What follows belongs to an exercise in optimizing a design on an open flow for small area; a production flow would make more cautious choices. Power and IR drop assume default switching activity.

==> trial 60: inputs <==
==> flow/design.v <==
module bin_to_bcd (
    input  [5:0] bin,    
    output reg [3:0] bcd1,  
    output reg [3:0] bcd2   
);
    integer i;
    reg [7:0] temp;  
    always @(*) begin
        temp = {2'b00, bin};  
        bcd1 = 4'd0;
        bcd2 = 4'd0;
        for (i = 5; i >= 0; i = i - 1) begin
            if (bcd1 >= 5)
                bcd1 = bcd1 + 3;
            if (bcd2 >= 5)
                bcd2 = bcd2 + 3;
            {bcd2, bcd1, temp} = {bcd2, bcd1, temp} << 1;
        end
    end
endmodule
module Decoder (
    input wire [3:0] hex,
    output reg [6:0] seg
);
    always @(*) begin
        case (hex)
            4'h0: seg = 7'b0111111;
            4'h1: seg = 7'b0000110;
            4'h2: seg = 7'b1011011;
            4'h3: seg = 7'b1001111;
            4'h4: seg = 7'b1100110;
            4'h5: seg = 7'b1101101;
            4'h6: seg = 7'b1111101;
            4'h7: seg = 7'b0000111;
            4'h8: seg = 7'b1111111;
            4'h9: seg = 7'b1101111;
            4'hA: seg = 7'b1110111;
            4'hB: seg = 7'b1111100;
            4'hC: seg = 7'b0111001;
            4'hD: seg = 7'b1011110;
            4'hE: seg = 7'b1111001;
            4'hF: seg = 7'b1110001;
            default: seg = 7'b0000000;
        endcase
    end
endmodule
module seg_multiplexer (
    input wire clk,
    input wire blank,
    input wire [5:0] second_counter,
    input wire [5:0] minute_counter,
    input wire [5:0] hour_counter,
    output wire tick,
    output wire CA,
    output wire CB,
    output wire CC,
    output wire CD,
    output wire CE,
    output wire CF,
    output wire CG,
    output wire DP,
    output wire [7:0] AN
);
reg [9:0] dwell;
reg [2:0] state;
reg [3:0] round;
reg [3:0] digit;
wire dwell_end = (dwell == 10'd992);
reg [2:0] state_next;
always @(*) begin
    if (blank)
        state_next = 3'd0;
    else if (dwell_end)
        state_next = (state == 3'd5) ? 3'd0 : state + 1'b1;
    else
        state_next = state;
end
assign tick = dwell_end && (round == 4'd10) && (state == 3'd2 || state == 3'd5);
reg [5:0] field;
always @(*) begin
    case (state_next[2:1])
        2'd0:    field = second_counter;
        2'd1:    field = minute_counter;
        default: field = hour_counter;
    endcase
end
wire [3:0] units, tens;
bin_to_bcd U1(
    .bin(field),
    .bcd1(units),
    .bcd2(tens)
);
always @(posedge clk) begin
    state <= state_next;
    digit <= state_next[0] ? tens : units;
    if (blank) begin
        dwell <= 10'd0;
        round <= 4'd0;
    end else if (dwell_end) begin
        dwell <= 10'd0;
        round <= (round == 4'd10) ? 4'd0 : round + 1'b1;
    end else begin
        dwell <= dwell + 1'b1;
    end
end
wire [6:0] seg;
Decoder U4(
    .hex(digit),
    .seg(seg)
);
assign {CG, CF, CE, CD, CC, CB, CA} = blank ? 7'b1111111 : ~seg;
assign DP = !(!blank && state == 3'd4);
assign AN = blank ? 8'hFF : ~(8'd1 << state);
endmodule
module debounce (
    input  wire clk,
    input  wire blank,
    input  wire btn,
    output reg  pressed
);
    reg btn_reg, btn_dly;
    reg [14:0] count;    
    always @(posedge clk) begin
        btn_reg <= btn;
        btn_dly <= btn_reg;
        if (blank) begin
            count   <= 15'd0;
            pressed <= 1'b0;
        end else begin
            if (!btn_dly)
                count <= 15'd0;
            else if (!count[14])
                count <= count + 1'b1;
            pressed <= count[14];
        end
    end
endmodule
module Clock #(
    parameter CLK_FREQ = 32_768
) (
    input wire clk,
    input wire rst_n,
    input wire BTNU,  
    input wire BTND,  
    input wire BTNC,  
    output wire CA,
    output wire CB,
    output wire CC,
    output wire CD,
    output wire CE,
    output wire CF,
    output wire CG,
    output wire DP,
    output wire [7:0] AN
);
reg blank;
always @(posedge clk) begin
    blank <= !rst_n;
end
wire btnu_pressed, btnd_pressed, btnc_pressed;
debounce DU (.clk(clk), .blank(blank), .btn(BTNU), .pressed(btnu_pressed));
debounce DD (.clk(clk), .blank(blank), .btn(BTND), .pressed(btnd_pressed));
debounce DC (.clk(clk), .blank(blank), .btn(BTNC), .pressed(btnc_pressed));
reg [1:0] increment_mode;
always @(posedge clk) begin
    if (blank) begin
        increment_mode <= 2'd0;
    end else begin
        if (btnc_pressed)
            increment_mode <= increment_mode + 1'b1;
        if (increment_mode[1])
            increment_mode <= 2'd0;
    end
end
reg [5:0] second_counter;
reg [5:0] minute_counter;
reg [5:0] hour_counter;
wire tick;
always @(posedge clk) begin
    if (blank) begin
        second_counter <= 6'b0;
        minute_counter <= 6'b0;
        hour_counter <= 6'b0;
    end else begin
        if (btnu_pressed) begin
            case (increment_mode)
                2'd0: second_counter <= second_counter + 1'b1;
                2'd1: minute_counter <= minute_counter + 1'b1;
                2'd2: hour_counter <= hour_counter + 1'b1;
                default: ;
            endcase
        end else if (btnd_pressed) begin
            case (increment_mode)
                2'd0: second_counter <= second_counter - 1'b1;
                2'd1: minute_counter <= minute_counter - 1'b1;
                2'd2: hour_counter <= hour_counter - 1'b1;
                default: ;
            endcase
        end
        if (tick)
            second_counter <= second_counter + 1'b1;
        if (second_counter == 6'd59) begin
            second_counter <= 6'b0;
            minute_counter <= minute_counter + 1'b1;
        end
        if (minute_counter == 6'd59) begin
            minute_counter <= 6'b0;
            hour_counter <= hour_counter + 1'b1;
        end
        if (hour_counter >= 6'd23)
            hour_counter <= 6'b0;
    end
end
seg_multiplexer U10(
    .clk(clk),
    .blank(blank),
    .second_counter(second_counter),
    .minute_counter(minute_counter),
    .hour_counter(hour_counter),
    .tick(tick),
    .CA(CA),
    .CB(CB),
    .CC(CC),
    .CD(CD),
    .CE(CE),
    .CF(CF),
    .CG(CG),
    .DP(DP),
    .AN(AN)
);
endmodule
==> flow/run.sh <==
#!/bin/bash
# synth_recipe.tcl (not shown) runs the flow's synth.tcl, then flattens the netlist and writes it again
# the make line also repeats each setting of config.mk as NAME=value (left out here)
make -C /OpenROAD-flow-scripts/flow DESIGN_CONFIG=/design/flow/config.mk WORK_HOME=/design/flow/orfs CLKGATE_MAP_FILE= SYNTH_SCRIPT=/design/flow/synth_recipe.tcl finish
==> flow/config.mk <==
export PLATFORM = sky130hd
export DESIGN_NAME = Clock
export DESIGN_NICKNAME = Clock
export VERILOG_FILES = /design/flow/design.v
export SDC_FILE = /design/flow/constraint.sdc
export NUM_CORES = 4
export LEC_CHECK = 0
export CAP_MARGIN = 20
export CORE_MARGIN = 2
export CORE_UTILIZATION = 40
export SLEW_MARGIN = 20
==> flow/constraint.sdc <==
create_clock -name core_clock -period 10.0 [get_ports {clk}]
set_input_delay 2.0000 -clock core_clock [delete_from_list [all_inputs] [get_ports {clk}]]
set_output_delay 2.0000 -clock core_clock [all_outputs]
set_load 0.01 [all_outputs]
==> inputs of trial 64, as changes to trial 60 <==
==> flow/design.v (replaced) <==
module bin_to_bcd (
    input  [5:0] bin,    
    output reg [3:0] bcd1,  
    output reg [3:0] bcd2   
);
    integer i;
    reg [7:0] temp;  
    always @(*) begin
        temp = {2'b00, bin};  
        bcd1 = 4'd0;
        bcd2 = 4'd0;
        for (i = 5; i >= 0; i = i - 1) begin
            if (bcd1 >= 5)
                bcd1 = bcd1 + 3;
            if (bcd2 >= 5)
                bcd2 = bcd2 + 3;
            {bcd2, bcd1, temp} = {bcd2, bcd1, temp} << 1;
        end
    end
endmodule
module Decoder (
    input wire [3:0] hex,
    output wire [6:0] seg
);
    assign seg[0] = ~((~hex[0] & ~hex[1] & hex[2]) | (hex[0] & ~hex[1] & ~hex[2] & ~hex[3]) | (hex[1] & hex[3]));
    assign seg[1] = (~hex[0] & ~hex[1]) | (hex[0] & hex[1] & ~hex[3]) | (~hex[2]);
    assign seg[2] = ~((~hex[0] & hex[1] & ~hex[2]) | (hex[1] & hex[3]));
    assign seg[3] = ~((~hex[0] & ~hex[1] & hex[2]) | (hex[0] & ~hex[1] & ~hex[2] & ~hex[3]) | (hex[0] & hex[1] & hex[2]));
    assign seg[4] = ~((hex[0]) | (~hex[1] & hex[2]));
    assign seg[5] = ~((hex[0] & hex[1]) | (hex[0] & ~hex[2] & ~hex[3]) | (hex[1] & ~hex[2]));
    assign seg[6] = ~((hex[0] & hex[1] & hex[2]) | (~hex[1] & ~hex[2] & ~hex[3]));
endmodule
module seg_multiplexer (
    input wire clk,
    input wire rst_n,
    input wire [5:0] second_counter,
    input wire [5:0] minute_counter,
    input wire [5:0] hour_counter,
    output wire blank,
    output reg  tick,
    output wire CA,
    output wire CB,
    output wire CC,
    output wire CD,
    output wire CE,
    output wire CF,
    output wire CG,
    output wire DP,
    output wire [7:0] AN
);
localparam [9:0] DWELL0         = 10'h0C5;
localparam [9:0] DWELL_END_MASK = 10'h1BF;
localparam [9:0] DWELL_END_VAL  = 10'h022;
reg [9:0] dwell;
reg [2:0] sel;       
reg [3:0] round;
reg [2:0] shown;     
reg [3:0] digit;     
wire dwell_end = (dwell & DWELL_END_MASK) == DWELL_END_VAL;
always @(posedge clk) begin
    if (!rst_n) begin
        dwell <= DWELL0;
        sel   <= 3'd0;
        round <= 4'd0;
    end else if (dwell_end) begin
        dwell <= DWELL0;
        sel   <= (sel == 3'd5) ? 3'd0 : sel + 1'b1;
        round <= (round == 4'd10) ? 4'd0 : round + 1'b1;
    end else begin
        dwell <= {dwell[8:0], ~(dwell[9] ^ dwell[2])};
    end
end
always @(posedge clk) begin
    tick <= rst_n && dwell_end && (round == 4'd10) && (sel == 3'd2 || sel == 3'd5);
end
reg [5:0] field;
always @(*) begin
    case (sel[2:1])
        2'd0:    field = second_counter;
        2'd1:    field = minute_counter;
        default: field = hour_counter;
    endcase
end
wire [3:0] units, tens;
bin_to_bcd U1(
    .bin(field),
    .bcd1(units),
    .bcd2(tens)
);
always @(posedge clk) begin
    shown <= !rst_n ? 3'd7 : sel;
    digit <= !rst_n ? 4'hF : sel[0] ? tens : units;
end
assign blank = (shown == 3'd7);
wire [6:0] seg;
Decoder U4(
    .hex(digit),
    .seg(seg)
);
assign {CG, CF, CE, CD, CC, CB, CA} = ~seg;
assign DP = !(shown == 3'd4);
assign AN = {2'b11, ~(6'd1 << shown)};
endmodule
module debounce (
    input  wire clk,
    input  wire rst_n,
    input  wire btn,
    output reg  pressed
);
    localparam [14:0] COUNT0    = 15'h4015;
    localparam [14:0] DONE_MASK = 15'h1E3F;
    localparam [14:0] DONE_VAL  = 15'h1E3E;
    reg btn_reg, btn_dly;
    reg [14:0] count;
    reg sat;
    wire done = (count & DONE_MASK) == DONE_VAL;
    always @(posedge clk) begin
        btn_reg <= btn;
        btn_dly <= btn_reg && rst_n;
        if (btn_dly)
            count <= {count[13:0], ~(count[14] ^ count[6])};
        else
            count <= COUNT0;
        sat     <= rst_n && btn_dly && (sat || done);
        pressed <= sat;
    end
endmodule
module Clock #(
    parameter CLK_FREQ = 32_768
) (
    input wire clk,
    input wire rst_n,
    input wire BTNU,  
    input wire BTND,  
    input wire BTNC,  
    output wire CA,
    output wire CB,
    output wire CC,
    output wire CD,
    output wire CE,
    output wire CF,
    output wire CG,
    output wire DP,
    output wire [7:0] AN
);
wire blank;      
wire btnu_pressed, btnd_pressed, btnc_pressed;
debounce DU (.clk(clk), .rst_n(rst_n), .btn(BTNU), .pressed(btnu_pressed));
debounce DD (.clk(clk), .rst_n(rst_n), .btn(BTND), .pressed(btnd_pressed));
debounce DC (.clk(clk), .rst_n(rst_n), .btn(BTNC), .pressed(btnc_pressed));
reg [1:0] increment_mode;
always @(posedge clk) begin
    if (blank) begin
        increment_mode <= 2'd0;
    end else begin
        if (btnc_pressed)
            increment_mode <= increment_mode + 1'b1;
        if (increment_mode[1])
            increment_mode <= 2'd0;
    end
end
reg [5:0] second_counter;
reg [5:0] minute_counter;
reg [5:0] hour_counter;
wire tick;
always @(posedge clk) begin
    if (blank) begin
        second_counter <= 6'b0;
        minute_counter <= 6'b0;
        hour_counter <= 6'b0;
    end else begin
        if (btnu_pressed) begin
            case (increment_mode)
                2'd0: second_counter <= second_counter + 1'b1;
                2'd1: minute_counter <= minute_counter + 1'b1;
                2'd2: hour_counter <= hour_counter + 1'b1;
                default: ;
            endcase
        end else if (btnd_pressed) begin
            case (increment_mode)
                2'd0: second_counter <= second_counter - 1'b1;
                2'd1: minute_counter <= minute_counter - 1'b1;
                2'd2: hour_counter <= hour_counter - 1'b1;
                default: ;
            endcase
        end
        if (tick)
            second_counter <= second_counter + 1'b1;
        if (second_counter == 6'd59) begin
            second_counter <= 6'b0;
            minute_counter <= minute_counter + 1'b1;
        end
        if (minute_counter == 6'd59) begin
            minute_counter <= 6'b0;
            hour_counter <= hour_counter + 1'b1;
        end
        if (hour_counter >= 6'd23)
            hour_counter <= 6'b0;
    end
end
seg_multiplexer U10(
    .clk(clk),
    .rst_n(rst_n),
    .second_counter(second_counter),
    .minute_counter(minute_counter),
    .hour_counter(hour_counter),
    .blank(blank),
    .tick(tick),
    .CA(CA),
    .CB(CB),
    .CC(CC),
    .CD(CD),
    .CE(CE),
    .CF(CF),
    .CG(CG),
    .DP(DP),
    .AN(AN)
);
endmodule
CTS_CLUSTER_DIAMETER = 150   (was not set)
CTS_CLUSTER_SIZE = 50   (was not set)
==> inputs of trial 76, as changes to trial 60 <==
--- a/flow/design.v
+++ b/flow/design.v
@@ -34,23 +34,24 @@
             4'h7: seg = 7'b0000111;
             4'h8: seg = 7'b1111111;
             4'h9: seg = 7'b1101111;
-            4'hA: seg = 7'b1110111;
-            4'hB: seg = 7'b1111100;
-            4'hC: seg = 7'b0111001;
-            4'hD: seg = 7'b1011110;
-            4'hE: seg = 7'b1111001;
-            4'hF: seg = 7'b1110001;
+            4'hA: seg = 7'b1011010;
+            4'hB: seg = 7'b1001010;
+            4'hC: seg = 7'b1100110;
+            4'hD: seg = 7'b1101101;
+            4'hE: seg = 7'b1111000;
+            4'hF: seg = 7'b0000000;
             default: seg = 7'b0000000;
         endcase
     end
 endmodule
 module seg_multiplexer (
     input wire clk,
-    input wire blank,
+    input wire rst_n,
     input wire [5:0] second_counter,
     input wire [5:0] minute_counter,
     input wire [5:0] hour_counter,
-    output wire tick,
+    output wire blank,
+    output reg  tick,
     output wire CA,
     output wire CB,
     output wire CC,
@@ -61,24 +62,34 @@
     output wire DP,
     output wire [7:0] AN
 );
+localparam [9:0] DWELL0         = 10'h0C5;
+localparam [9:0] DWELL_END_MASK = 10'h1BF;
+localparam [9:0] DWELL_END_VAL  = 10'h022;
 reg [9:0] dwell;
-reg [2:0] state;
+reg [2:0] sel;       
 reg [3:0] round;
-reg [3:0] digit;
-wire dwell_end = (dwell == 10'd992);
-reg [2:0] state_next;
-always @(*) begin
-    if (blank)
-        state_next = 3'd0;
-    else if (dwell_end)
-        state_next = (state == 3'd5) ? 3'd0 : state + 1'b1;
-    else
-        state_next = state;
-end
-assign tick = dwell_end && (round == 4'd10) && (state == 3'd2 || state == 3'd5);
+reg [2:0] shown;     
+reg [3:0] digit;     
+wire dwell_end = (dwell & DWELL_END_MASK) == DWELL_END_VAL;
+always @(posedge clk) begin
+    if (!rst_n) begin
+        dwell <= DWELL0;
+        sel   <= 3'd0;
+        round <= 4'd0;
+    end else if (dwell_end) begin
+        dwell <= DWELL0;
+        sel   <= (sel == 3'd5) ? 3'd0 : sel + 1'b1;
+        round <= (round == 4'd10) ? 4'd0 : round + 1'b1;
+    end else begin
+        dwell <= {dwell[8:0], ~(dwell[9] ^ dwell[2])};
+    end
+end
+always @(posedge clk) begin
+    tick <= rst_n && dwell_end && (round == 4'd10) && (sel == 3'd2 || sel == 3'd5);
+end
 reg [5:0] field;
 always @(*) begin
-    case (state_next[2:1])
+    case (sel[2:1])
         2'd0:    field = second_counter;
         2'd1:    field = minute_counter;
         default: field = hour_counter;
@@ -91,48 +102,41 @@
     .bcd2(tens)
 );
 always @(posedge clk) begin
-    state <= state_next;
-    digit <= state_next[0] ? tens : units;
-    if (blank) begin
-        dwell <= 10'd0;
-        round <= 4'd0;
-    end else if (dwell_end) begin
-        dwell <= 10'd0;
-        round <= (round == 4'd10) ? 4'd0 : round + 1'b1;
-    end else begin
-        dwell <= dwell + 1'b1;
-    end
-end
+    shown <= !rst_n ? 3'd7 : sel;
+    digit <= !rst_n ? 4'hF : sel[0] ? tens : units;
+end
+assign blank = (shown == 3'd7);
 wire [6:0] seg;
 Decoder U4(
     .hex(digit),
     .seg(seg)
 );
-assign {CG, CF, CE, CD, CC, CB, CA} = blank ? 7'b1111111 : ~seg;
-assign DP = !(!blank && state == 3'd4);
-assign AN = blank ? 8'hFF : ~(8'd1 << state);
+assign {CG, CF, CE, CD, CC, CB, CA} = ~seg;
+assign DP = !(shown == 3'd4);
+assign AN = {2'b11, ~(6'd1 << shown)};
 endmodule
 module debounce (
     input  wire clk,
-    input  wire blank,
+    input  wire rst_n,
     input  wire btn,
     output reg  pressed
 );
+    localparam [14:0] COUNT0    = 15'h4015;
+    localparam [14:0] DONE_MASK = 15'h1E3F;
+    localparam [14:0] DONE_VAL  = 15'h1E3E;
     reg btn_reg, btn_dly;
-    reg [14:0] count;    
+    reg [14:0] count;
+    reg sat;
+    wire done = (count & DONE_MASK) == DONE_VAL;
     always @(posedge clk) begin
         btn_reg <= btn;
-        btn_dly <= btn_reg;
-        if (blank) begin
-            count   <= 15'd0;
-            pressed <= 1'b0;
-        end else begin
-            if (!btn_dly)
-                count <= 15'd0;
-            else if (!count[14])
-                count <= count + 1'b1;
-            pressed <= count[14];
-        end
+        btn_dly <= btn_reg && rst_n;
+        if (btn_dly)
+            count <= {count[13:0], ~(count[14] ^ count[6])};
+        else
+            count <= COUNT0;
+        sat     <= rst_n && btn_dly && (sat || done);
+        pressed <= sat;
     end
 endmodule
 module Clock #(
@@ -153,14 +157,11 @@
     output wire DP,
     output wire [7:0] AN
 );
-reg blank;
-always @(posedge clk) begin
-    blank <= !rst_n;
-end
+wire blank;      
 wire btnu_pressed, btnd_pressed, btnc_pressed;
-debounce DU (.clk(clk), .blank(blank), .btn(BTNU), .pressed(btnu_pressed));
-debounce DD (.clk(clk), .blank(blank), .btn(BTND), .pressed(btnd_pressed));
-debounce DC (.clk(clk), .blank(blank), .btn(BTNC), .pressed(btnc_pressed));
+debounce DU (.clk(clk), .rst_n(rst_n), .btn(BTNU), .pressed(btnu_pressed));
+debounce DD (.clk(clk), .rst_n(rst_n), .btn(BTND), .pressed(btnd_pressed));
+debounce DC (.clk(clk), .rst_n(rst_n), .btn(BTNC), .pressed(btnc_pressed));
 reg [1:0] increment_mode;
 always @(posedge clk) begin
     if (blank) begin
@@ -213,10 +214,11 @@
 end
 seg_multiplexer U10(
     .clk(clk),
-    .blank(blank),
+    .rst_n(rst_n),
     .second_counter(second_counter),
     .minute_counter(minute_counter),
     .hour_counter(hour_counter),
+    .blank(blank),
     .tick(tick),
     .CA(CA),
     .CB(CB),
CTS_BUF_LIST = sky130_fd_sc_hd__clkbuf_8   (was not set)
==> comparison table <==
| item | trial 76 | trial 60 | trial 64 |
|---|---|---|---|
| Run status | no timing/DRC/antenna violations | no timing/DRC/antenna violations | no timing/DRC/antenna violations |
| Multi-input logic cell count | 303 | 433 | 286 |
| Post-synthesis compound-gate area fraction | 12.7% | 11.0% | 10.7% |
| Multi-input gate share of total cell area | 42.7% | 50.1% | 41.8% |
| Amount of wire on met3 after detailed routing | 315 um | 383 um | 225 um |
| Net switching power | 170 uW | 176 uW | 159 uW |
| Register-to-register path setup slack | 6.54 ns | 5.78 ns | 8.02 ns |
| PwrDens | 153 nW/um2 | 139 nW/um2 | 153 nW/um2 |
| Critical path depth | 8 | 3 | 2 |
| Routed wirelength normalized by instance count | 12.5 um | 12.5 um | 12.0 um |
| Critical R2R Capture | U10.seg[0] | U10.seg[4] | U10.digit[1] |
| Post-detailed-placement half-perimeter wirelength | 5.27 mm | 6.74 mm | 4.70 mm |
| Global routing met2 resource utilization | 23.3% | 25.5% | 20.7% |
| Proportion of synthesized area in mux cells | 2.96% | 4.12% | 2.17% |
Function was not checked in any run of this note: the RTL went through the layout flow alone.

[port drivers added, routing unchanged]
How much do the figures lean on ideal ports? The routed layouts below were timed once more, with nothing changed but the port constraints. Step 1, drivers: a clkbuf_16 drives clk and a buf_2 each remaining input, both assumed. Step 2 also shifts input and output timing later by t, the mid clock arrival at the registers, as if the neighbouring blocks saw the same clock. Three values: ideal ports, drivers, drivers and shift; two values: the first two.
run	t, ns	slack for setup (ns)	worst setup path at the end	clock arrival spread, ns	worst register clock-pin slew, ns
trial 60	0.388	5.685 / 5.649 / 5.780	register to register	0.006 / 0.006	0.07 / 0.07
trial 64	0.391	6.233 / 6.201 / 6.502	input to register	0.013 / 0.014	0.10 / 0.10
trial 76	0.398	5.468 / 5.479 / 5.081	input to register	0.012 / 0.012	0.11 / 0.11
After both steps setup and hold are still met in every run listed. The setup slack of trial 76, which loses most, moves by +0.011 ns with the drivers and by -0.387 ns with both steps.
